This is an optimization exercise on Yosys and OpenROAD, whose aim is a short achievable clock period and few clock cycles, not a production implementation.
Only simulation tests tie the RTL to the original design; equivalence was not proved.
Power and IR drop assume default switching activity.

==> flow/design.v <==
module ALU(
    input  [31:0] a,
    input  [31:0] b,
    input         cin,
    input         slt,
    output [31:0] result
    );
    wire [33:0] sum = {1'b0, a, 1'b1} + {1'b0, b, cin};
    assign result = slt ? {31'b0, ~sum[33]} : sum[32:1];
endmodule
module CSA_Level #(parameter N = 3, parameter M = 2)(
    input  [32*N-1:0] in,
    output [32*M-1:0] out
    );
    localparam G = N / 3;
    genvar g;
    generate
        for (g = 0; g < G; g = g + 1) begin : grp
            wire [31:0] x = in[32*(3*g)   +: 32];
            wire [31:0] y = in[32*(3*g+1) +: 32];
            wire [31:0] z = in[32*(3*g+2) +: 32];
            wire [31:0] mj = (x & y) | (x & z) | (y & z);
            assign out[32*(2*g)   +: 32] = x ^ y ^ z;
            assign out[32*(2*g+1) +: 32] = {mj[30:0], 1'b0};
        end
        if (N % 3 != 0) begin : rest
            assign out[32*M-1 : 32*(2*G)] = in[32*N-1 : 32*(3*G)];
        end
    endgenerate
endmodule
module Mul_CSA(
    input  [31:0] a,
    input  [31:0] b,
    output [31:0] s,
    output [31:0] c
    );
    function integer nxt(input integer n);
        nxt = 2 * (n / 3) + (n % 3);
    endfunction
    localparam L0 = 32;
    localparam L1 = nxt(L0);
    localparam L2 = nxt(L1);
    localparam L3 = nxt(L2);
    localparam L4 = nxt(L3);
    localparam L5 = nxt(L4);
    localparam L6 = nxt(L5);
    localparam L7 = nxt(L6);
    localparam L8 = nxt(L7);
    wire [32*L0-1:0] r0;
    genvar i;
    generate
        for (i = 0; i < 32; i = i + 1) begin : pp
            wire [31:0] sh = a << i;
            assign r0[32*i +: 32] = b[i] ? sh : 32'b0;
        end
    endgenerate
    wire [32*L1-1:0] r1;
    wire [32*L2-1:0] r2;
    wire [32*L3-1:0] r3;
    wire [32*L4-1:0] r4;
    wire [32*L5-1:0] r5;
    wire [32*L6-1:0] r6;
    wire [32*L7-1:0] r7;
    wire [32*L8-1:0] r8;
    CSA_Level #(L0, L1) c1(r0, r1);
    CSA_Level #(L1, L2) c2(r1, r2);
    CSA_Level #(L2, L3) c3(r2, r3);
    CSA_Level #(L3, L4) c4(r3, r4);
    CSA_Level #(L4, L5) c5(r4, r5);
    CSA_Level #(L5, L6) c6(r5, r6);
    CSA_Level #(L6, L7) c7(r6, r7);
    CSA_Level #(L7, L8) c8(r7, r8);
    assign s = r8[31:0];
    assign c = r8[63:32];
endmodule
module Sum_Eq(
    input  [31:0] a,
    input  [31:0] b,
    input         cin,
    input  [31:0] k,
    output        eq
    );
    wire [31:0] h = a ^ b;
    wire [31:0] g = (a & b) | (h & ~k);
    assign eq = ((h ^ k) == {g[30:0], cin});
endmodule
module Branch_Cmp(
    input  [31:0] pa,
    input  [31:0] pb,
    input  [31:0] xa,
    input  [31:0] xb,
    input         xcin,
    input         xslt,
    input         slt_bit,
    input         fa,
    input         fb,
    output        eq
    );
    wire add_a, add_b;
    Sum_Eq sa(.a(xa), .b(xb), .cin(xcin), .k(pa), .eq(add_a));
    Sum_Eq sb(.a(xa), .b(xb), .cin(xcin), .k(pb), .eq(add_b));
    wire slt_a = (pa[31:1] == 31'b0) & (pa[0] == slt_bit);
    wire slt_b = (pb[31:1] == 31'b0) & (pb[0] == slt_bit);
    wire x_a = xslt ? slt_a : add_a;
    wire x_b = xslt ? slt_b : add_b;
    wire ab  = (pa == pb);
    assign eq = fa ? (fb | x_b) : (fb ? x_a : ab);
endmodule
`timescale 1ns / 1ps
module Adder(
    input [31:0] A,
    input [31:0] B,
    output [31:0] C
    );
    assign C = A + B;
endmodule
module Branch_Target(
    input  [31:2] pc4,
    input  [15:0] imm,
    output [31:2] tgt
    );
    wire [16:0] lo = {1'b0, pc4[17:2]} + {1'b0, imm};
    wire [31:18] hi    = pc4[31:18];
    wire [31:18] hi_p1 = pc4[31:18] + 14'd1;
    wire [31:18] hi_m1 = pc4[31:18] - 14'd1;
    assign tgt[17:2]  = lo[15:0];
    assign tgt[31:18] = imm[15] ? (lo[16] ? hi : hi_m1) : (lo[16] ? hi_p1 : hi);
endmodule
module Control_Unit(
    input  [5:0] Opcode,
    output       is_r,
    output       is_addi,
    output       is_lw,
    output       is_sw,
    output       is_beq,
    output       is_j
    );
    assign is_r    = (Opcode == 6'h00);
    assign is_addi = (Opcode == 6'h08);
    assign is_lw   = (Opcode == 6'h23);
    assign is_sw   = (Opcode == 6'h2B);
    assign is_beq  = (Opcode == 6'h04);
    assign is_j    = (Opcode == 6'h02);
endmodule
module Early_Beq(
    input  beq,
    input  za,
    input  zb,
    input  da,
    input  db,
    input  dz,
    output taken
    );
    assign taken = beq & ((za & zb) | (dz & ((da & zb) | (db & za))));
endmodule
module Bit_Sel(
    input  [31:0] v,
    input  [4:0]  s,
    output        y
    );
    assign y = |(v & (32'b1 << s));
endmodule
module Fetch_Sel(
    input  en,
    input  same,
    input  beq,
    input  za,
    input  zb,
    input  da,
    input  db,
    input  dz,
    output sel
    );
    assign sel = en & (same | (beq & ((za & zb) | (dz & ((da & zb) | (db & za))))));
endmodule
module Data_Memory(
    input          clk,
    input          reset,
    input  [99:0]  wsel,
    input          WE,
    input  [31:0]  WD,
    input  [99:0]  rsel,
    input  [99:0]  rseln,
    output [31:0]  RD
    );
    reg [31:0] mem [0:99];
    genvar i;
    generate
        for (i = 0; i < 100; i = i + 1) begin : words
            always @(posedge clk, negedge reset) begin
                if (!reset)
                    mem[i] <= 32'b0;
                else if (WE && wsel[i])
                    mem[i] <= WD;
            end
        end
    endgenerate
    reg [31:0] rd_or;
    integer k;
    always @(*) begin
        rd_or = 32'b0;
        for (k = 0; k < 100; k = k + 1)
            rd_or = rd_or | ({{16{~rseln[k]}}, {16{rsel[k]}}} & mem[k]);
    end
    assign RD = rd_or;
endmodule
`timescale 1ns / 1ps
module Mux
    #(parameter bits_num = 32)(
    input [bits_num-1:0] in1,
    input [bits_num-1:0] in2,
    input sel,
    output [bits_num-1:0] out
    );
    assign out = (sel)?(in1):(in2);
endmodule
`timescale 1ns / 1ps
module Program_Counter(
    input clk,
    input reset,
    input [31:0] PC_in,
    output reg [31:0] PC_out
    );
    always @(posedge clk,negedge reset) begin
        if(!reset)
            PC_out <= 'b0;
        else
            PC_out <= PC_in;
    end
endmodule
module Reg_File(
    input         clk,
    input         reset,
    input  [31:0] S1,
    input  [31:0] S2,
    input  [31:0] N1,
    input  [31:0] N2,
    input         WEA,
    input  [4:0]  AA,
    input  [31:0] WDA,
    input         WEB,
    input  [4:0]  AB,
    input  [31:0] WDB,
    output [31:0] RD1,
    output [31:0] RD2,
    output [31:0] NZ,
    output [31:0] ONE
    );
    reg [31:0] r [0:31];
    reg [31:0] nz, one;
    wire nza = |WDA;
    wire nzb = |WDB;
    wire ona = (WDA == 32'd1);
    wire onb = (WDB == 32'd1);
    genvar i;
    generate
        for (i = 0; i < 32; i = i + 1) begin : regs
            always @(posedge clk, negedge reset) begin
                if (!reset) begin
                    r[i]   <= 32'b0;
                    nz[i]  <= 1'b0;
                    one[i] <= 1'b0;
                end else if (WEA && AA == i) begin
                    r[i]   <= WDA;
                    nz[i]  <= nza;
                    one[i] <= ona;
                end else if (WEB && AB == i) begin
                    r[i]   <= WDB;
                    nz[i]  <= nzb;
                    one[i] <= onb;
                end
            end
        end
    endgenerate
    assign NZ = nz;
    assign ONE = one;
    reg [31:0] rd1, rd2;
    integer k;
    always @(*) begin
        rd1 = 32'b0;
        rd2 = 32'b0;
        for (k = 0; k < 32; k = k + 1) begin
            rd1 = rd1 | ({{16{~N1[k]}}, {16{S1[k]}}} & r[k]);
            rd2 = rd2 | ({{16{~N2[k]}}, {16{S2[k]}}} & r[k]);
        end
    end
    assign RD1 = rd1;
    assign RD2 = rd2;
endmodule
`timescale 1ns / 1ps
module Shift_Left_Twice
    #(parameter bits_num = 32)(
    input [bits_num-1:0] in,
    output [bits_num-1:0] out
    );
    assign out = in<<2;
endmodule
`timescale 1ns / 1ps
module Sign_Extend(
    input [15:0] Instr,
    output [31:0] SignImm
    );
    assign SignImm = {{16{Instr[15]}},Instr[15:0]};
endmodule
module Datapath(
    input         clk,
    input         reset,
    input  [31:0] instr,
    output [31:0] pc,
    output        dmem_we,
    output [31:0] dmem_addr,
    output [31:0] dmem_wdata,
    output [15:0] test_value
    );
    reg  [31:2] pc_r;
    wire [31:2] pc4 = pc_r + 30'd1;
    wire f_r, f_addi, f_lw, f_sw, f_beq, f_j;
    Control_Unit cu(
        .Opcode(instr[31:26]),
        .is_r(f_r), .is_addi(f_addi), .is_lw(f_lw), .is_sw(f_sw),
        .is_beq(f_beq), .is_j(f_j)
    );
    wire [31:2] f_jt = {pc4[31:28], instr[25:0]};
    wire        f_same = f_beq & (instr[25:21] == instr[20:16]);
    wire [31:2] f_bt;
    Branch_Target ft(.pc4(pc4), .imm(instr[15:0]), .tgt(f_bt));
    wire [31:2] f_tgt  = f_j ? f_jt : f_bt;
    localparam NF = 2;
    reg  [NF-1:0] fv;
    reg  [31:2]   fkey [0:NF-1];
    reg  [31:2]   ftgt [0:NF-1];
    reg           fptr;
    reg  [31:2]   prev_pc;     
    reg           prev_seq;    
    reg  [31:2]   fold_tgt;
    reg           fold_hit;
    integer fk;
    always @(*) begin
        fold_hit = 1'b0;
        fold_tgt = 30'b0;
        for (fk = 0; fk < NF; fk = fk + 1)
            if (fv[fk] && fkey[fk] == pc_r) begin
                fold_hit = 1'b1;
                fold_tgt = fold_tgt | ftgt[fk];
            end
    end
    reg  [31:0] d_ir;
    reg  [31:2] d_pc4;
    reg  [31:0] d_rs_oh, d_rt_oh;    
    reg  [31:0] d_rs_on, d_rt_on;    
    reg         d_r, d_addi, d_lw, d_sw, d_beq;
    wire [4:0]  rs = d_ir[25:21];
    wire [4:0]  rt = d_ir[20:16];
    wire [4:0]  rd = d_ir[15:11];
    wire [5:0]  fn = d_ir[5:0];
    wire [31:0] imm;
    Sign_Extend se(.Instr(d_ir[15:0]), .SignImm(imm));
    wire d_mul = d_r & (fn == 6'h1C);
    wire d_sub = d_r & (fn == 6'h22);
    wire d_slt = d_r & (fn == 6'h2A);
    wire use_a = d_r | d_addi | d_lw | d_sw | d_beq;
    wire use_b = d_r | d_sw | d_beq;
    wire d_wr  = d_r | d_addi | d_lw;
    wire d_ldst = d_lw | d_sw;
    wire [4:0] d_dst = d_r ? rd : rt;
    reg         x_wa;       
    reg         x_mul;      
    reg  [4:0]  x_rd;
    reg  [31:0] x_a, x_b;
    reg  [31:0] x_ma, x_mb;     
    reg         x_cin, x_slt, x_ld, x_st;
    reg  [99:0] x_sel;      
    reg  [99:0] x_seln;     
    reg  [31:0] x_addr, x_wdata;    
    reg         w_st;
    reg  [31:0] w_addr, w_wdata;
    reg  [15:0] x_tv, tv;
    reg  [99:0] x_wen;      
    reg  [31:0] x_mwd;      
    reg         m_v;
    reg  [4:0]  m_rd;
    reg  [31:0] m_s, m_c;
    wire [31:0] m_res = m_s + m_c;
    wire [31:0] alu_res, ld_data;
    ALU alu(.a(x_a), .b(x_b), .cin(x_cin), .slt(x_slt), .result(alu_res));
    wire [31:0] x_res = x_ld ? ld_data : alu_res;
    wire [31:0] mul_s, mul_c;
    Mul_CSA mul(.a(x_ma), .b(x_mb), .s(mul_s), .c(mul_c));
    Data_Memory dm(
        .clk(clk), .reset(reset),
        .wsel(x_wen), .WE(1'b1), .WD(x_mwd),
        .rsel(x_sel), .rseln(x_seln), .RD(ld_data)
    );
    wire [31:0] rf_a, rf_b, nz, one;
    Reg_File rf(
        .clk(clk), .reset(reset),
        .S1(d_rs_oh), .S2(d_rt_oh), .N1(d_rs_on), .N2(d_rt_on),
        .WEA(x_wa), .AA(x_rd), .WDA(x_res),
        .WEB(m_v), .AB(m_rd), .WDB(m_res),
        .RD1(rf_a), .RD2(rf_b), .NZ(nz), .ONE(one)
    );
    wire xa_hit = x_wa  & (x_rd == rs);
    wire xa_mul = x_mul & (x_rd == rs);
    wire ma_hit = m_v   & (m_rd == rs);
    wire xb_hit = x_wa  & (x_rd == rt);
    wire xb_mul = x_mul & (x_rd == rt);
    wire mb_hit = m_v   & (m_rd == rt);
    wire [31:0] pa = ma_hit ? m_res : rf_a;
    wire [31:0] pb = mb_hit ? m_res : rf_b;
    wire [31:0] a_val = xa_hit ? x_res : pa;
    wire [31:0] b_val = xb_hit ? x_res : pb;
    wire stall = (use_a & xa_mul) | (use_b & xb_mul) |
                 (d_ldst & (xa_hit | xa_mul | ma_hit)) |
                 (d_beq & ((ma_hit & ~xa_hit) | (mb_hit & ~xb_hit))) |
                 (d_beq & x_ld & (xa_hit | xb_hit));
    reg         kill;
    reg  [31:2] kill_tgt;
    wire go = ~stall;
    wire dgo = go & ~kill;      
    wire [31:0] addr = rf_a + imm;
    wire [7:0]  lo = {1'b0, rf_a[6:0]} + {1'b0, imm[6:0]};
    wire [31:7] hx = rf_a[31:7] ^ imm[31:7];
    wire [31:7] hc = {rf_a[30:7] | imm[30:7], lo[7]};
    wire        hi_zero = (hx == hc);
    wire [99:0] sel;
    genvar i;
    generate
        for (i = 0; i < 100; i = i + 1) begin : dec
            assign sel[i] = hi_zero & (lo[6:0] == i);
        end
    endgenerate
    wire eq;
    Branch_Cmp bc(
        .pa(rf_a), .pb(rf_b),
        .xa(x_a), .xb(x_b), .xcin(x_cin), .xslt(x_slt),
        .slt_bit(alu_res[0]),
        .fa(xa_hit), .fb(xb_hit), .eq(eq)
    );
    wire        taken = d_beq & dgo & eq;
    wire [31:2] btgt = d_pc4 + imm[29:0];
    wire [4:0] frs = instr[25:21];
    wire [4:0] frt = instr[20:16];
    wire d_clean = ~xa_hit & ~ma_hit & ~(d_r & (xb_hit | mb_hit));
    wire a_zero  = |(d_rs_oh & ~nz);
    wire a_one   = |(d_rs_oh & one);
    wire b_zero  = |(d_rt_oh & ~nz);
    wire imm_m1  = (d_ir[15:0] == 16'hFFFF);
    wire imm_0   = (d_ir[15:0] == 16'h0000);
    wire d_same  = (rs == rt);
    wire dz = d_clean & (
              (d_addi & ((imm_m1 & a_one) | (imm_0 & a_zero))) |
              (d_r & ~d_mul & (d_sub | d_slt) & d_same) |
              (d_r & ~d_mul & ~d_sub & ~d_slt & a_zero & b_zero));
    wire [31:0] d_wv  = {32{d_wr}} & (32'b1 << d_dst);
    wire [31:0] xm_wv = ({32{x_wa | x_mul}} & (32'b1 << x_rd)) | ({32{m_v}} & (32'b1 << m_rd));
    wire [31:0] z0    = ~d_wv & ~xm_wv & ~nz;
    wire f_early;
    wire za, zb;
    Bit_Sel sza(.v(z0), .s(frs), .y(za));
    Bit_Sel szb(.v(z0), .s(frt), .y(zb));
    Early_Beq eb(.beq(f_beq), .za(za), .zb(zb),
                 .da(d_wr & (d_dst == frs)), .db(d_wr & (d_dst == frt)),
                 .dz(dz), .taken(f_early));
    wire f_jmp   = f_j | f_same | f_early;
    wire [31:2] pc_a = go ? (f_j ? f_jt : fold_hit ? fold_tgt : pc4) : pc_r;
    wire [31:2] pc_k, pc_next;
    Mux #(.bits_num(30)) pc_mux(.in1(kill_tgt), .in2(pc_a), .sel(kill), .out(pc_k));
    wire fen = go & ~kill;
    wire da = d_wr & (d_dst == frs);
    wire db = d_wr & (d_dst == frt);
    wire sel_lo, sel_hi;
    Fetch_Sel fs_lo(.en(fen), .same(f_same), .beq(f_beq), .za(za), .zb(zb), .da(da), .db(db),
                    .dz(dz), .sel(sel_lo));
    Fetch_Sel fs_hi(.en(fen), .same(f_same), .beq(f_beq), .za(za), .zb(zb), .da(da), .db(db),
                    .dz(dz), .sel(sel_hi));
    Mux #(.bits_num(15)) pc_mux_lo(.in1(f_bt[16:2]), .in2(pc_k[16:2]), .sel(sel_lo), .out(pc_next[16:2]));
    Mux #(.bits_num(15)) pc_mux_hi(.in1(f_bt[31:17]), .in2(pc_k[31:17]), .sel(sel_hi), .out(pc_next[31:17]));
    always @(posedge clk, negedge reset) begin
        if (!reset) begin
            kill <= 1'b0;
            kill_tgt <= 30'b0;
        end else begin
            kill <= taken;
            kill_tgt <= btgt;
        end
    end
    always @(posedge clk, negedge reset) begin
        if (!reset)
            pc_r <= 30'b0;
        else
            pc_r <= pc_next;
    end
    always @(posedge clk, negedge reset) begin
        if (!reset) begin
            d_r <= 1'b0; d_addi <= 1'b0; d_lw <= 1'b0; d_sw <= 1'b0; d_beq <= 1'b0;
        end else if (kill) begin
            d_r <= 1'b0; d_addi <= 1'b0; d_lw <= 1'b0; d_sw <= 1'b0; d_beq <= 1'b0;
        end else if (go) begin
            d_r <= f_r; d_addi <= f_addi; d_lw <= f_lw; d_sw <= f_sw; d_beq <= f_beq & ~f_same & ~f_early;
        end
    end
    reg         learn;
    reg         d_j;
    reg  [31:2] pp_pc;
    wire [31:2] d_jt = {d_pc4[31:28], d_ir[25:0]};
    integer fr;
    always @(posedge clk, negedge reset) begin
        if (!reset) begin
            d_ir  <= 32'b0;
            d_pc4 <= 30'b0;
            d_rs_oh <= 32'b0; d_rt_oh <= 32'b0;
            d_rs_on <= 32'b0; d_rt_on <= 32'b0;
            d_j <= 1'b0;
            prev_pc <= 30'b0;
            pp_pc <= 30'b0;
        end else if (go) begin
            d_ir  <= instr;
            d_pc4 <= pc4;
            d_rs_oh <= 32'b1 << instr[25:21];
            d_rt_oh <= 32'b1 << instr[20:16];
            d_rs_on <= ~(32'b1 << instr[25:21]);
            d_rt_on <= ~(32'b1 << instr[20:16]);
            d_j <= f_j;
            prev_pc <= pc_r;
            pp_pc <= prev_pc;
        end
    end
    always @(posedge clk, negedge reset) begin
        if (!reset) begin
            learn <= 1'b0;
            fv <= {NF{1'b0}};
            fptr <= 0;
            for (fr = 0; fr < NF; fr = fr + 1) begin
                fkey[fr] <= 30'b0;
                ftgt[fr] <= 30'b0;
            end
        end else begin
            learn <= go & (f_j | f_same) & prev_seq;
            if (learn) begin
                fv[fptr]   <= 1'b1;
                fkey[fptr] <= pp_pc;
                ftgt[fptr] <= d_j ? d_jt : btgt;
                fptr <= ~fptr;
            end
        end
    end
    always @(posedge clk, negedge reset) begin
        if (!reset)
            prev_seq <= 1'b0;
        else if (kill)
            prev_seq <= 1'b0;
        else if (go)
            prev_seq <= ~f_jmp & ~fold_hit;
    end
    always @(posedge clk, negedge reset) begin
        if (!reset) begin
            x_wa <= 1'b0; x_mul <= 1'b0; x_rd <= 5'b0;
            x_a <= 32'b0; x_b <= 32'b0;
            x_ma <= 32'b0; x_mb <= 32'b0;
            x_cin <= 1'b0; x_slt <= 1'b0; x_ld <= 1'b0; x_st <= 1'b0;
            x_sel <= 100'b0; x_seln <= {100{1'b1}};
            x_addr <= 32'b0; x_wdata <= 32'b0;
            x_wen <= 100'b0; x_mwd <= 32'b0;
            m_v <= 1'b0; m_rd <= 5'b0; m_s <= 32'b0; m_c <= 32'b0;
        end else begin
            x_wa   <= dgo & d_wr & ~d_mul;
            x_mul  <= dgo & d_mul;
            x_st   <= dgo & d_sw;
            x_rd   <= d_dst;
            x_a    <= a_val;
            if (dgo & d_mul) begin
                x_ma <= a_val;
                x_mb <= b_val;
            end
            x_b    <= d_addi ? imm : (d_sub | d_slt) ? ~b_val : b_val;
            x_cin  <= d_sub | d_slt;
            x_slt  <= d_slt;
            x_ld   <= d_lw;
            x_sel  <= sel;
            x_seln <= ~sel;
            x_addr <= addr;
            x_wdata <= b_val;
            x_wen  <= {100{dgo & d_sw}} & sel;
            if (dgo & d_sw)
                x_mwd <= b_val;
            m_v  <= x_mul;
            m_rd <= x_rd;
            m_s  <= mul_s;
            m_c  <= mul_c;
        end
    end
    assign pc         = {pc_r, 2'b00};
    always @(posedge clk, negedge reset) begin
        if (!reset) begin
            w_st <= 1'b0; w_addr <= 32'b0; w_wdata <= 32'b0;
            x_tv <= 16'b0; tv <= 16'b0;
        end else begin
            w_st    <= x_st;
            if (x_wen[0])
                x_tv <= x_mwd[15:0];
            tv      <= x_tv;
            w_addr  <= x_addr;
            w_wdata <= x_wdata;
        end
    end
    assign dmem_we    = w_st;
    assign dmem_addr  = w_addr;
    assign dmem_wdata = w_wdata;
    assign test_value = tv;
endmodule
module MIPS_Top(
    input clk,
    input reset,
    input [31:0] instr,
    output [31:0] pc,
    output dmem_we,
    output [31:0] dmem_addr,
    output [31:0] dmem_wdata,
    output [15:0] test_value
    );
    Datapath dp(
        .clk(clk),
        .reset(reset),
        .instr(instr),
        .pc(pc),
        .dmem_we(dmem_we),
        .dmem_addr(dmem_addr),
        .dmem_wdata(dmem_wdata),
        .test_value(test_value)
    );
endmodule
==> flow/flow/run.sh <==
#!/bin/bash
# The standard layout (the standard.sh, unchanged synthesis), with the
# timing repair steps asked to leave a setup margin, so that they keep
# working on the paths after the design's period is met.
set -euo pipefail
bash standard.sh SETUP_SLACK_MARGIN=15.5 finish > standard.log 2>&1
==> flow/standard.sh <==
#!/bin/bash
# synth_recipe.tcl (not shown) runs the flow's synth.tcl, then flattens the netlist and writes it again
# the make line also repeats each setting of config.mk as NAME=value (left out here)
make -C /OpenROAD-flow-scripts/flow DESIGN_CONFIG=/design/flow/config.mk WORK_HOME=/design/flow/orfs CLKGATE_MAP_FILE= SYNTH_SCRIPT=/design/flow/synth_recipe.tcl "${@:-finish}"
==> flow/config.mk <==
export PLATFORM = sky130hd
export DESIGN_NAME = MIPS_Top
export DESIGN_NICKNAME = MIPS_Top
export VERILOG_FILES = /design/flow/design.v
export SDC_FILE = /design/flow/constraint.sdc
export NUM_CORES = 8
export LEC_CHECK = 0
export CAP_MARGIN = 20
export CORE_MARGIN = 2
export CORE_UTILIZATION = 45
export PLACE_DENSITY = 0.55
export SLEW_MARGIN = 20
export SYNTH_HIERARCHICAL = 1
==> flow/constraint.sdc <==
create_clock -name core_clock -period 21.0 [get_ports {clk}]
set_input_delay 4.2000 -clock core_clock [delete_from_list [all_inputs] [get_ports {clk}]]
set_output_delay 4.2000 -clock core_clock [all_outputs]
set_load 0.01 [all_outputs]
==> results of run 1 <==
-- metrics by stage --
| step | worst slack (ps) | power, mW | utilization, % |
|---|---|---|---|
| after floorplan | 14680 | 16.75 | - |
| after global placement | 12370 | 20.45 | 46.89 |
| after detailed placement | 12340 | 20.50 | 46.92 |
| after CTS | 14950 | 31.64 | 50.51 |
| after global routing | 14980 | 33.17 | 50.71 |
| final | 14990 | 32.08 | 50.77 |
-- how the worst max path moves through the flow --
stage | start | cells past startpoint | end
finish | dp.w_wdata[3]$_DFF_PN0_ | 1 | dmem_wdata[3]
global route | dp.pc_r[18]$_DFF_PN0_ | 1 | pc[18]
CTS | dp.pc_r[18]$_DFF_PN0_ | 1 | pc[18]
detailed placement | reset | 6 | dp.dm.mem[13][23]$_DFFE_PN0P_
global placement | reset | 6 | dp.dm.mem[99][23]$_DFFE_PN0P_
floorplan | instr[23] | 11 | dp.pc_r[10]$_DFF_PN0_
-- layer usage --
metal / wire length (um) / vias up
li1: - / 88445
met1: 539600 / 120933
met2: 545500 / 18268
met3: 202700 / 4678
met4: 96940 / 100
met5: 1804 / -
-- power by group through the flow --
stage | sequential, mW | clock [mW] | combinational [mW]
global placement | 11.6 | 0 | 8.84
global route | 11.4 | 11.6 | 10.2
CTS | 11.4 | 11.1 | 9.14
floorplan | 11.4 | 0 | 5.39
finish | 11.4 | 11.1 | 9.58
detailed placement | 11.6 | 0 | 8.88
-- Yosys stat by module, one instance, submodules excluded, a selection --
module         copies in the design  cell area (sq um)
ALU                               1               2276
Bit_Sel                           2              381.6
Branch_Cmp                        1              549.3
Branch_Target                     1               1276
Control_Unit                      1              71.32
Data_Memory                       1             137600
Datapath                          1              49230
Early_Beq                         1              20.02
Fetch_Sel                         2              28.78
Mul_CSA                           1               3714
Reg_File                          1              63850
Sign_Extend                       1              240.2
Sum_Eq                            2               1114
-- sequential cells by signal, indices dropped and copies added (netlist names), 60 cells and up --
signal,cells
dp.x_wen,100
dp.ftgt,60
dp.rf.r,1024
dp.x_sel,100
dp.fkey,60
dp.x_seln,100
dp.dm.mem,3200
-- placed cells by master (no fill, tap or decap), types with 440 or more instances in the layout --
cell type,n
a21oi_1,631
conb_1,529
inv_1,858
o21ai_0,849
buf_4,819
a22o_1,458
clkbuf_16,619
nand2_1,2320
dfrtp_1,5138
a22oi_1,1143
and2_1,522
fa_1,990
mux2_2,3299
mux2i_1,551
a31oi_1,440
nor2_1,938
-- kinds of logic (layout without fill, tap and decap cells) --
kind of cell	Yosys count	after routing	share of synthesized area [%]
simple gates	5912	5913	10.07
xor+xnor	418	418	1.446
compound gates	5011	5011	12.18
mux	3963	3963	15.56
flops	5426	5426	47.79
fa+ha+maj	1163	1163	7.749
other cells	11	694	0.01452
buf+inv	3449	3084	5.199
-- area by class of cell --
type | instances | area, sq um
fillers | 56207 | 309500
multi-input cells | 16997 | 138200
flip-flops and latches | 5426 | 136300
clock buffers | 933 | 18060
well taps | 8350 | 10450
repair buffers | 1082 | 10040
inverters | 898 | 3426
clock inverters | 171 | 2366
diodes | 165 | 412.9
-- what timing repair did --
item	in CTS	in global routing
resized for setup	914	196
setup buffers	60	36
endpoints found under the setup margin	3947	2504
gates cloned	22	1
pin swaps	27	34
==> impl_metrics.ini, run 1 <==
[run_status]
outcome = finished clean

[cts]
root_buffer = clkbuf_16
clkTransAtPathRegs_ps = 60
cts_buffers = 610
postCtsHoldBufs = 0
cts_tree = built
cts.sinks = 5426
cts.path.max_buffers = 4
clk_latency_ps = 1230
htree_levels = 6

[placed_design]
dp_cells = 32630
place_congestion = 1.004
portBuffers = 144
placed_area_sq_um = 295000
place_hpwl_mm = 861.4

[worst_setup_path]
critPathSlowestCell = dfrtp_2
worstPathCellList = buf_6
slowest_delay_ps = 490
cp.buffers_inverters = 1
regToRegEndpoint = dp.rf.nz[17]$_DFFE_PN0P_
reg2regPathDepth = 13
crit_path_max_fanout = 1
cp_data_arrival_time_ps = 1810
required_ps = 16800
rrSetupSlack_ps = 15220
r2r-start = dp.x_sel[51]$_DFF_PN0_
crit_path_end_kind = primary output
start_kind = flip-flop
worstSetupPathType = reg -> out
crit_family = flip-flops

[synth]
yosysTopAreaCell = dfrtp_1
synth-async-reset-ratio_pct = 100.0
yosysMostFrequentCell = dfrtp_1
synth_cells = 25353
synthTopCellsByCount = dfrtp_1 (5326), mux2_2 (3313), nand2_1 (2457)
ys.flop_type = dfrtp_1
syn_area_sq_um = 284400
synth_top_area_share_pct = 46.87
avgSynthCellArea_sq_um = 11.22
yosys_warnings = 13
synth-seq-area-share_pct = 47.79
synthTopCellsByArea = dfrtp_1 (47%), mux2_2 (13%), fa_1 (7.0%)
synth.distinct_cells = 122
ys_seq_elements = 5426
synth_edf_count = 0

[finish]
layout.cells.non_filler = 34022
layout-drive-gt1-share_pct = 24.24
syn_to_final_growth_pct = 12.26
fin_nets = 26212
final_area_sq_um = 319300

[detailed_routing]
drt_iter0_drc = 38456
wl_per_cell_um = 40.75
drc = 0
wl_mm = 1387
vias_per_cell = 6.832
dr_total_vias = 232424
dr.pass1.iters = 10
ant_nets = 0

[global_route]
grt_pass1_vias = 218479
grt_start_max_net_pins = 169
grt_busiest_layer = met1
antenna_found_initial = 172
grt_util_all_layers_pct = 42.44
use_met2_pct = 57.08
overflow = 0
use_met1_pct = 57.48
grtUsageMet3_pct = 17.58
grt_pass1_wl_mm = 1874

[sta]
rsz0062_at_grt = true
fin_tns_setup_ps = 0
post-route-min-period_ps = 6006
fmax_mhz = 166.5
hold_viol = 0
worst_pin_slew_ps = 1391
final-max-slew-violation-count = 0
hold_slack_ps = 337.1
setup-violations-final = 0
max-slew-margin-rel_pct = 7.255
fin_worst_skew_ps = 118.7
period_share_pct = 28.60

[power]
internal_power_mw = 20.54
combPwrFrac_pct = 29.9
clkPwrFrac_pct = 34.7
power_density_nw_per_um2 = 100.5
p_leak_nw = 154.7
swShare_pct = 35.98
seq_power_share_pct = 35.4
irDropWorstVdd_mv = 0.3154
p_sw_mw = 11.54

[floorplan]
start_util_pct = 45.23
ios = 147
rows = 291
fp.coreArea_sq_um = 628800
die_w_um = 799.0
dieArea_sq_um = 638300
die_height_um = 799.0

[worst_hold_path]
hold_class = reg -> reg
holdCritStartpoint = dp.x_wdata[15]$_DFF_PN0_
hold_path_end = dp.w_wdata[15]$_DFF_PN0_
holdPathStages = 0

[run]
maxCapViolations = 0
Testbench counts, summed over its fixed seeds: cycles 58,910.
==> inputs of run 2 (changes only) <==
--- a/flow/design.v
+++ b/flow/design.v
@@ -230,2 +230,15 @@
 endmodule
+module PC_Reg(
+    input             clk,
+    input             reset,
+    input      [31:2] d,
+    output reg [31:2] q
+    );
+    always @(posedge clk, negedge reset) begin
+        if (!reset)
+            q <= 30'b0;
+        else
+            q <= d;
+    end
+endmodule
 module Reg_File(
@@ -591,3 +604,5 @@
     end
-    assign pc         = {pc_r, 2'b00};
+    wire [31:2] pc_o;
+    PC_Reg pc_port(.clk(clk), .reset(reset), .d(pc_next), .q(pc_o));
+    assign pc         = {pc_o, 2'b00};
     always @(posedge clk, negedge reset) begin
==> flow/flow/run.sh (replaced) <==
#!/bin/bash
# The standard layout (the standard.sh, unchanged synthesis), with the
# timing repair steps asked to leave a setup margin, so that they keep
# working on the paths after the design's period is met. After placement,
# the flip-flops that only drive an output port's buffer are moved next to
# that buffer (flow/reloc.tcl), then the standard layout goes on.
set -euo pipefail
odb=orfs/results/${FLOW_PLATFORM}/MIPS_Top/base/3_place.odb
bash standard.sh SETUP_SLACK_MARGIN=15.5 place > standard_place.log 2>&1
ODB=$odb OUT=$odb.reloc openroad -exit flow/reloc.tcl > reloc.log 2>&1
mv $odb.reloc $odb
bash standard.sh SETUP_SLACK_MARGIN=15.5 finish > standard.log 2>&1
==> flow/flow/reloc.tcl (new file) <==
# Put each flip-flop that drives an output port only through the port's
# buffer next to that buffer, then legalize.
read_db $::env(ODB)
set block [ord::get_db_block]
set moved 0
foreach bterm [$block getBTerms] {
  if {[$bterm getIoType] ne "OUTPUT"} continue
  set net [$bterm getNet]
  set buf ""
  foreach it [$net getITerms] { if {[$it isOutputSignal]} { set buf [$it getInst] } }
  if {$buf eq ""} continue
  set in ""
  foreach it [$buf getITerms] { if {[$it isInputSignal] && [$it getNet] ne "NULL"} { set in [$it getNet] } }
  if {$in eq ""} continue
  set drv ""; set nload 0
  foreach it [$in getITerms] {
    if {[$it isOutputSignal]} { set drv [$it getInst] } elseif {[$it isInputSignal]} { incr nload }
  }
  if {$drv eq "" || $nload != 1} continue
  if {![string match "*df*" [[$drv getMaster] getName]]} continue
  set loc [$buf getLocation]
  $drv setLocation [lindex $loc 0] [lindex $loc 1]
  incr moved
}
puts "RELOC moved $moved flops"
detailed_placement
check_placement
write_db $::env(OUT)
==> run 2 against run 1 <==
Still clean on timing, DRC and antenna. Count of clock-buffer cells in the layout down 7. Cell area up 0.14%. Sequential share of layout area up 0.15 points. Via count down 0.44%. Clock skew down 2.3 ps. Hold slack better by 21 ps. Fmax up 2.9%. Die area up 0.26%. Final cell count up 0.19%. Largest cell class unchanged.
==> impl_metrics.ini, run 2 <==
[run_status]
outcome = finished clean

[cts]
clk_latency_ps = 1170
htree_levels = 6
cts_tree = built
clkTransAtPathRegs_ps = 60
cts.sinks = 5456
root_buffer = clkbuf_16
postCtsHoldBufs = 0
cts_buffers = 615
cts.path.max_buffers = 4

[floorplan]
die_w_um = 800.0
die_height_um = 800.0
start_util_pct = 45.14
fp.coreArea_sq_um = 631700
rows = 292
dieArea_sq_um = 640000
ios = 147

[detailed_routing]
dr_total_vias = 231400
wl_mm = 1391
drt_iter0_drc = 37860
dr.pass1.iters = 13
ant_nets = 0
wl_per_cell_um = 40.81
vias_per_cell = 6.789
drc = 0

[sta]
setup-violations-final = 0
hold_slack_ps = 357.6
final-max-slew-violation-count = 0
worst_pin_slew_ps = 1358
max-slew-margin-rel_pct = 9.409
hold_viol = 0
post-route-min-period_ps = 5837
setup_ws_ps = 15160
period_share_pct = 27.80
fin_worst_skew_ps = 116.4
fin_tns_setup_ps = 0
fmax_mhz = 171.3
rsz0062_at_grt = true

[finish]
layout.cells.non_filler = 34087
reg_top3 = dp.dm.mem (3200), dp.rf.r (1024)
fillers = 56140
multi_input_area_sq_um = 138400
syn_to_final_growth_pct = 12.12
fin_nets = 26235
largest_reg_flops = 3200
final_cell_mix = dfrtp_1 (5209), mux2_2 (3298), nand2_1 (2318)
layout_commonest_cell = dfrtp_1
final_core_util_pct = 50.61
final_area_sq_um = 319700
seqCellArea_sq_um = 137000
layout-drive-gt1-share_pct = 24.08
regMostFlops = dp.dm.mem

[worst_setup_path]
worstPathCellList = buf_2
crit_family = flip-flops
crit_path_max_fanout = 1
required_ps = 16800
cp.buffers_inverters = 1
slowest_delay_ps = 360
worstSetupPathType = reg -> out
crit_path_end_kind = primary output
cp_data_arrival_time_ps = 1640
critPathSlowestCell = dfrtp_1
start_kind = flip-flop

[global_route]
grt_start_max_net_pins = 190
grt_pass1_vias = 217947
grt_util_all_layers_pct = 42.42
grt_pass1_wl_mm = 1873
antenna_found_initial = 182
overflow = 0

[synth]
synth_cells = 25383
syn_area_sq_um = 285100
yosysMostFrequentCell = dfrtp_1
synth-async-reset-ratio_pct = 100.0
synthTopCellsByArea = dfrtp_1 (47%), mux2_2 (13%), fa_1 (7.0%)
synth.distinct_cells = 122
synth_top_area_share_pct = 47.01
synth-seq-area-share_pct = 47.93
yosysTopAreaCell = dfrtp_1
ys_seq_elements = 5456
avgSynthCellArea_sq_um = 11.23
yosys_warnings = 14
synthTopCellsByCount = dfrtp_1 (5356), mux2_2 (3313), nand2_1 (2457)
ys.flop_type = dfrtp_1
synth_edf_count = 0

[placed_design]
place_hpwl_mm = 866.7
place_congestion = 1.009
placed_area_sq_um = 295700
portBuffers = 144
dp_cells = 32684
dp_slack_ps = 12610

[worst_hold_path]
hold_class = reg -> reg

[power]
power_mw = 32.11
p_leak_nw = 154.8
power_density_nw_per_um2 = 100.4
irDropWorstVdd_mv = 0.2655

[run]
maxCapViolations = 0
==> run 2: cell count changes after synthesis <==
cell	delta
dfrtp_1	+30
==> run 2: path summary, 6_finish.rpt <==
| path | slack (ps) | endpoint | start | depth (start not counted) |
|---|---|---|---|---|
| max reg2reg | 15280 | dp.rf.nz[18]$_DFFE_PN0P_ | dp.x_sel[14]$_DFF_PN0_ | 15 |
| min | 360 | dp.w_wdata[3]$_DFF_PN0_ | dp.x_wdata[3]$_DFF_PN0_ | 0 |
| max | 15160 | test_value[15] | dp.tv[15]$_DFF_PN0_ | 1 |
| max in group asynchronous | 15580 | dp.rf.r[14][6]$_DFFE_PN0P_ | reset | 4 |
| min in group asynchronous | 3030 | dp.x_sel[82]$_DFF_PN0_ | reset | 1 |
| min reg2reg | 360 | dp.w_wdata[3]$_DFF_PN0_ | dp.x_wdata[3]$_DFF_PN0_ | 0 |
==> run 2: cells by family after synthesis <==
kind of cell	count (synthesis)	synth area share, %
xor+xnor	418	1.442
buf+inv	3449	5.185
flops	5456	47.93
simple gates	5912	10.04
compound gates	5011	12.14
fa+ha+maj	1163	7.728
other cells	11	0.01448
mux	3963	15.52
==> run 2: repair_timing <==
action,in CTS,in global routing
cloned,21,7
buffers inserted,43,39
gates resized for setup,844,224
hold endpoints to repair,0,0
setup endpoints to repair,3207,2029
pin swaps,36,65
==> run 2: modules after synthesis (local to each module, per instance), excerpt <==
| module | cells inside | times used | area, sq um |
|---|---|---|---|
| Data_Memory | 9779 | 1 | 137600 |
| Reg_File | 7918 | 1 | 63850 |
| Datapath | 4736 | 1 | 49230 |
| Mul_CSA | 607 | 1 | 3714 |
| ALU | 352 | 1 | 2276 |
| Branch_Target | 180 | 1 | 1276 |
| Branch_Cmp | 76 | 1 | 549.3 |
| Bit_Sel | 57 | 2 | 381.6 |
| Sign_Extend | 32 | 1 | 240.2 |
| Control_Unit | 10 | 1 | 71.32 |
| Fetch_Sel | 5 | 2 | 28.78 |
| Early_Beq | 4 | 1 | 20.02 |
==> run 2: worst reg2reg max path: cells and delay by family, from the launching register on <==
kind                   cells  cell delay, ps
AND/OR/NAND/NOR            6            2480
buffers and inverters      5            1100
AO/OA/AOI/OAI              3             730
multiplexers               1             710
flip-flops                 1             540
==> run 2: cell type report <==
| cell class | instances | area share, % |
|---|---|---|
| multi-input combinational | 16999 | 43.29 |
| sequential | 5456 | 42.84 |
| clock buffer | 926 | 5.642 |
| tap | 8379 | 3.279 |
| timing repair buffer | 1068 | 3.067 |
| inverter | 898 | 1.070 |
| clock inverter | 168 | 0.6614 |
| antenna | 193 | 0.1511 |
==> run 2: power breakdown <==
part | switching [mW] | internal [mW]
Combinational | 6.35 | 3.18
Sequential | 0.480 | 11.1
Clock | 4.78 | 6.25
Total | 11.6 | 20.5
==> run 2: routing by layer <==
layer  track usage, %  share of wire, %
met2            56.98                39
met4            24.41               7.3
met5            1.687              0.19
met3            17.91                14
met1            56.85                39
Testbench counts of run 2, summed over its fixed seeds: cycles 58,910.
==> inputs of run 3 (changes only) <==
--- a/flow/design.v
+++ b/flow/design.v
@@ -162,15 +162,2 @@
 endmodule
-module Fetch_Sel(
-    input  en,
-    input  same,
-    input  beq,
-    input  za,
-    input  zb,
-    input  da,
-    input  db,
-    input  dz,
-    output sel
-    );
-    assign sel = en & (same | (beq & ((za & zb) | (dz & ((da & zb) | (db & za))))));
-endmodule
 module Data_Memory(
@@ -230,15 +217,2 @@
 endmodule
-module PC_Reg(
-    input             clk,
-    input             reset,
-    input      [31:2] d,
-    output reg [31:2] q
-    );
-    always @(posedge clk, negedge reset) begin
-        if (!reset)
-            q <= 30'b0;
-        else
-            q <= d;
-    end
-endmodule
 module Reg_File(
@@ -478,14 +452,5 @@
     wire [31:2] pc_a = go ? (f_j ? f_jt : fold_hit ? fold_tgt : pc4) : pc_r;
-    wire [31:2] pc_k, pc_next;
-    Mux #(.bits_num(30)) pc_mux(.in1(kill_tgt), .in2(pc_a), .sel(kill), .out(pc_k));
-    wire fen = go & ~kill;
-    wire da = d_wr & (d_dst == frs);
-    wire db = d_wr & (d_dst == frt);
-    wire sel_lo, sel_hi;
-    Fetch_Sel fs_lo(.en(fen), .same(f_same), .beq(f_beq), .za(za), .zb(zb), .da(da), .db(db),
-                    .dz(dz), .sel(sel_lo));
-    Fetch_Sel fs_hi(.en(fen), .same(f_same), .beq(f_beq), .za(za), .zb(zb), .da(da), .db(db),
-                    .dz(dz), .sel(sel_hi));
-    Mux #(.bits_num(15)) pc_mux_lo(.in1(f_bt[16:2]), .in2(pc_k[16:2]), .sel(sel_lo), .out(pc_next[16:2]));
-    Mux #(.bits_num(15)) pc_mux_hi(.in1(f_bt[31:17]), .in2(pc_k[31:17]), .sel(sel_hi), .out(pc_next[31:17]));
+    wire [31:2] pc_b, pc_next;
+    Mux #(.bits_num(30)) pc_mux_e(.in1(f_bt), .in2(pc_a), .sel(go & (f_same | f_early)), .out(pc_b));
+    Mux #(.bits_num(30)) pc_mux(.in1(kill_tgt), .in2(pc_b), .sel(kill), .out(pc_next));
     always @(posedge clk, negedge reset) begin
@@ -604,5 +569,3 @@
     end
-    wire [31:2] pc_o;
-    PC_Reg pc_port(.clk(clk), .reset(reset), .d(pc_next), .q(pc_o));
-    assign pc         = {pc_o, 2'b00};
+    assign pc         = {pc_r, 2'b00};
     always @(posedge clk, negedge reset) begin
--- a/flow/config.mk
+++ b/flow/config.mk
@@ -9,4 +9,4 @@
 export CORE_MARGIN = 2
-export CORE_UTILIZATION = 45
-export PLACE_DENSITY = 0.55
+export CORE_UTILIZATION = 52
+export PLACE_DENSITY = 0.62
 export SLEW_MARGIN = 20
==> run 3 against run 2 <==
Register-to-register slack worse by 350 ps. Sequential cell count is 30 lower. Cell area is 0.56% lower. Critical endpoint is now dp.kill$_DFF_PN0_. Highest routed layer unchanged.
==> impl_metrics.ini, run 3 <==
[placed_design]
portBuffers = 144
dp_slack_ps = 12580
place_congestion = 1.024
place_hpwl_mm = 854.8

[floorplan]
die_height_um = 744.0
rows = 271
die_w_um = 744.0
start_util_pct = 52.26
dieArea_sq_um = 553500
ios = 147
fp.coreArea_sq_um = 544900

[detailed_routing]
wl_per_cell_um = 41.44
wl_mm = 1372
ant_nets = 0
drt_iter0_drc = 36578
vias_per_cell = 7.114
drc = 0
dr_total_vias = 235511
dr.pass1.iters = 13

[power]
power_density_nw_per_um2 = 98.92
p_leak_nw = 154.0
irDropWorstVdd_mv = 0.2039

[worst_setup_path]
cp_data_arrival_time_ps = 7050
r2r-start = dp.d_rt_on[13]$_DFFE_PN0N_
required_ps = 21990
worstSetupPathType = reg -> reg
start_kind = flip-flop
crit_path_max_fanout = 9
rrSetupSlack_ps = 14930
regToRegEndpoint = dp.kill$_DFF_PN0_
reg2regPathDepth = 18
crit_path_end_kind = flip-flop

[finish]
final_cell_mix = dfrtp_1 (5174), mux2_2 (3279), nand2_1 (2487)
final_core_util_pct = 58.34
layout_commonest_cell = dfrtp_1
fillers = 45292
syn_to_final_growth_pct = 11.65
largest_reg_flops = 3200
reg_top3 = dp.dm.mem (3200), dp.rf.r (1024)
multi_input_area_sq_um = 138800
seqCellArea_sq_um = 136200
layout-drive-gt1-share_pct = 23.83
regMostFlops = dp.dm.mem
fin_nets = 26425

[sta]
max-slew-margin-rel_pct = 8.367
fmax_mhz = 164.9
worst_pin_slew_ps = 1336
setup-violations-final = 0
fin_worst_skew_ps = 103.0
hold_viol = 0
final-max-slew-violation-count = 0
period_share_pct = 28.88
rsz0062_at_grt = true
post-route-min-period_ps = 6066
fin_tns_setup_ps = 0
setup_ws_ps = 14930

[global_route]
overflow = 0
grt_pass1_wl_mm = 1863
grt_start_max_net_pins = 141
grt_util_all_layers_pct = 48.71
grt_pass1_vias = 223907
antenna_found_initial = 156

[synth]
yosysMostFrequentCell = dfrtp_1
synth_top_area_share_pct = 46.81
synth-seq-area-share_pct = 47.73
synth-async-reset-ratio_pct = 100.0
synthTopCellsByArea = dfrtp_1 (47%), mux2_2 (13%), fa_1 (7.0%)
synth_edf_count = 0
syn_area_sq_um = 284700
yosysTopAreaCell = dfrtp_1
synthTopCellsByCount = dfrtp_1 (5326), mux2_2 (3280), nand2_1 (2633)
yosys_warnings = 13
avgSynthCellArea_sq_um = 11.13
synth.distinct_cells = 120
synth_cells = 25592
ys.flop_type = dfrtp_1
ys_seq_elements = 5426

[cts]
cts_tree = built
cts.path.max_buffers = 4
root_buffer = clkbuf_16
htree_levels = 6
clk_latency_ps = 1190
clkTransAtPathRegs_ps = 70
cts_buffers = 595
postCtsHoldBufs = 0
cts.sinks = 5426

[worst_hold_path]
hold_path_end = dp.tv[0]$_DFF_PN0_
holdCritStartpoint = dp.x_tv[0]$_DFFE_PN0P_
hold_class = reg -> reg
holdPathStages = 0

[run_status]
outcome = finished clean

[run]
maxCapViolations = 0
run 3: per-module statistics from Yosys (local to each module, per instance), excerpt:
| module | area, sq um | flip-flops and latches | cells | copies in the design |
|---|---|---|---|---|
| Control_Unit | 71.32 | 0 | 10 | 1 |
| Mul_CSA | 3714 | 0 | 607 | 1 |
| Branch_Target | 1276 | 0 | 180 | 1 |
| ALU | 2276 | 0 | 352 | 1 |
| Reg_File | 63850 | 1088 | 7918 | 1 |
| Datapath | 49640 | 1138 | 4986 | 1 |
| Data_Memory | 137600 | 3200 | 9779 | 1 |
| Early_Beq | 20.02 | 0 | 4 | 1 |
| Sum_Eq | 1114 | 0 | 107 | 2 |
| Bit_Sel | 381.6 | 0 | 57 | 2 |
| Branch_Cmp | 549.3 | 0 | 76 | 1 |
| Sign_Extend | 240.2 | 0 | 32 | 1 |
run 3: metal layers:
metal  global-route usage (%)  part of all wire, %  vias to the layer above
met5                   0.7097                 0.10                        -
met4                    39.74                   10                      112
met3                    20.78                   14                     6588
met2                    66.85                   40                    19745
met1                    59.47                   35                   119831
li1                         -                    -                    89235
run 3: per-stage QoR:
stage	power (mW)	std cells	hold slack [ps]	area, sq um
after floorplan	16.67	26110	331.2	286700
after detailed placement	19.95	31728	334.7	293700
after global routing	32.54	32962	353.2	317500
after CTS	30.86	32901	349.2	316300
final	31.45	33105	323.1	317900
after global placement	19.96	31722	332.0	293500
run 3: repair_timing:
| item | 4_1_cts | 5_1_grt |
|---|---|---|
| hold endpoints to repair | 0 | 0 |
| endpoints found under the setup margin | 3922 | 2392 |
| pin swaps | 35 | 40 |
| setup buffers | 76 | 28 |
| gates resized for setup | 983 | 200 |
| cloned | 23 | 4 |
run 3: worst max path at each step:
stage / to / from / cells past startpoint / slack [ps]
floorplan: dp.pc_r[10]$_DFF_PN0_ / instr[18] / 12 / 14410
global placement: dp.dm.mem[91][5]$_DFFE_PN0P_ / reset / 5 / 12600
detailed placement: dp.dm.mem[24][0]$_DFFE_PN0P_ / reset / 5 / 12580
CTS: pc[27] / dp.pc_r[27]$_DFF_PN0_ / 1 / 14970
global route: pc[18] / dp.pc_r[18]$_DFF_PN0_ / 1 / 14970
finish: dp.kill$_DFF_PN0_ / dp.d_rt_on[13]$_DFFE_PN0N_ / 18 / 14930
run 3: cells by family after synthesis:
logic type	count (synthesis)	share of synthesized area (%)
AND/OR/NAND/NOR	6259	10.60
flip-flops	5426	47.73
AO/OA/AOI/OAI	5018	12.16
multiplexers	3882	15.20
buffers and inverters	3426	5.148
adder cells (fa/ha/maj)	1163	7.739
XOR/XNOR	407	1.410
other	11	0.01450
run 3: where the power goes:
part | total [mW] | internal, mW | switching (mW)
combinational | 9.15 | 3.08 | 6.07
sequential | 11.4 | 11.0 | 0.407
clock | 10.9 | 6.26 | 4.64
run 3: critical path, cell delays in order (launching register included):
cell       delay, ps
dfrtp_1          400
buf_4            400
clkinv_1         330
buf_4            330
o2bb2ai_1        180
nor4_1           430
nand4_1          860
inv_1            340
fa_1             470
xor2_1           200
nand4_1          120
nor4_2           330
a22oi_1          130
o21ai_0          190
a31oi_1           70
o211ai_1         400
clkbuf_4         400
nand2_1           70
nor3_1           230
run 3: cell type report:
| type | count | area share [%] |
|---|---|---|
| multi-input combinational | 17260 | 43.65 |
| sequential | 5426 | 42.86 |
| clock buffer | 901 | 5.572 |
| timing repair buffer | 1095 | 3.216 |
| tap | 7234 | 2.847 |
| inverter | 849 | 1.021 |
| clock inverter | 173 | 0.7041 |
| antenna | 166 | 0.1307 |
| timing repair inverter | 1 | 0.001574 |
Testbench counts of run 3, summed over its fixed seeds: cycles 58,910.

port drivers added, routing unchanged:
In the flow no input, the clock included, has a driving cell. The finished layouts below were timed again as built, in two steps. Step 1 (the two cells are an assumption about what drives the block):
set clk [get_ports {clk}]
set_driving_cell -lib_cell sky130_fd_sc_hd__clkbuf_16 $clk
set_driving_cell -lib_cell sky130_fd_sc_hd__buf_2 [delete_from_list [all_inputs] $clk]
Step 2 moves the port delays by t, midway between the first and last clock arrival at a register: inputs arrive t later, outputs are due t later. That takes back most of the time a late clock gives input paths. a / b / c = ideal / step 1 / step 2; a / b = the first two.
run | t (ns) | slack for setup (ns) | hold WS [ns] | worst setup path after step 2 | latest minus earliest clock arrival (ns)
run 1 | 1.318 | 14.994 / 14.848 / 14.171 | 0.337 / 0.337 / 0.337 | input to register | 0.119 / 0.119
run 2 | 1.257 | 15.163 / 15.013 / 14.153 | 0.358 / 0.358 / 0.358 | input to register | 0.120 / 0.119
run 3 | 1.277 | 14.934 / 14.842 / 13.743 | 0.323 / 0.323 / 0.323 | input to register | 0.103 / 0.104
After both steps setup and hold are still met in every run listed. The setup slack of run 3, which loses most, moves by -0.092 ns with the drivers and by -1.191 ns with both steps.
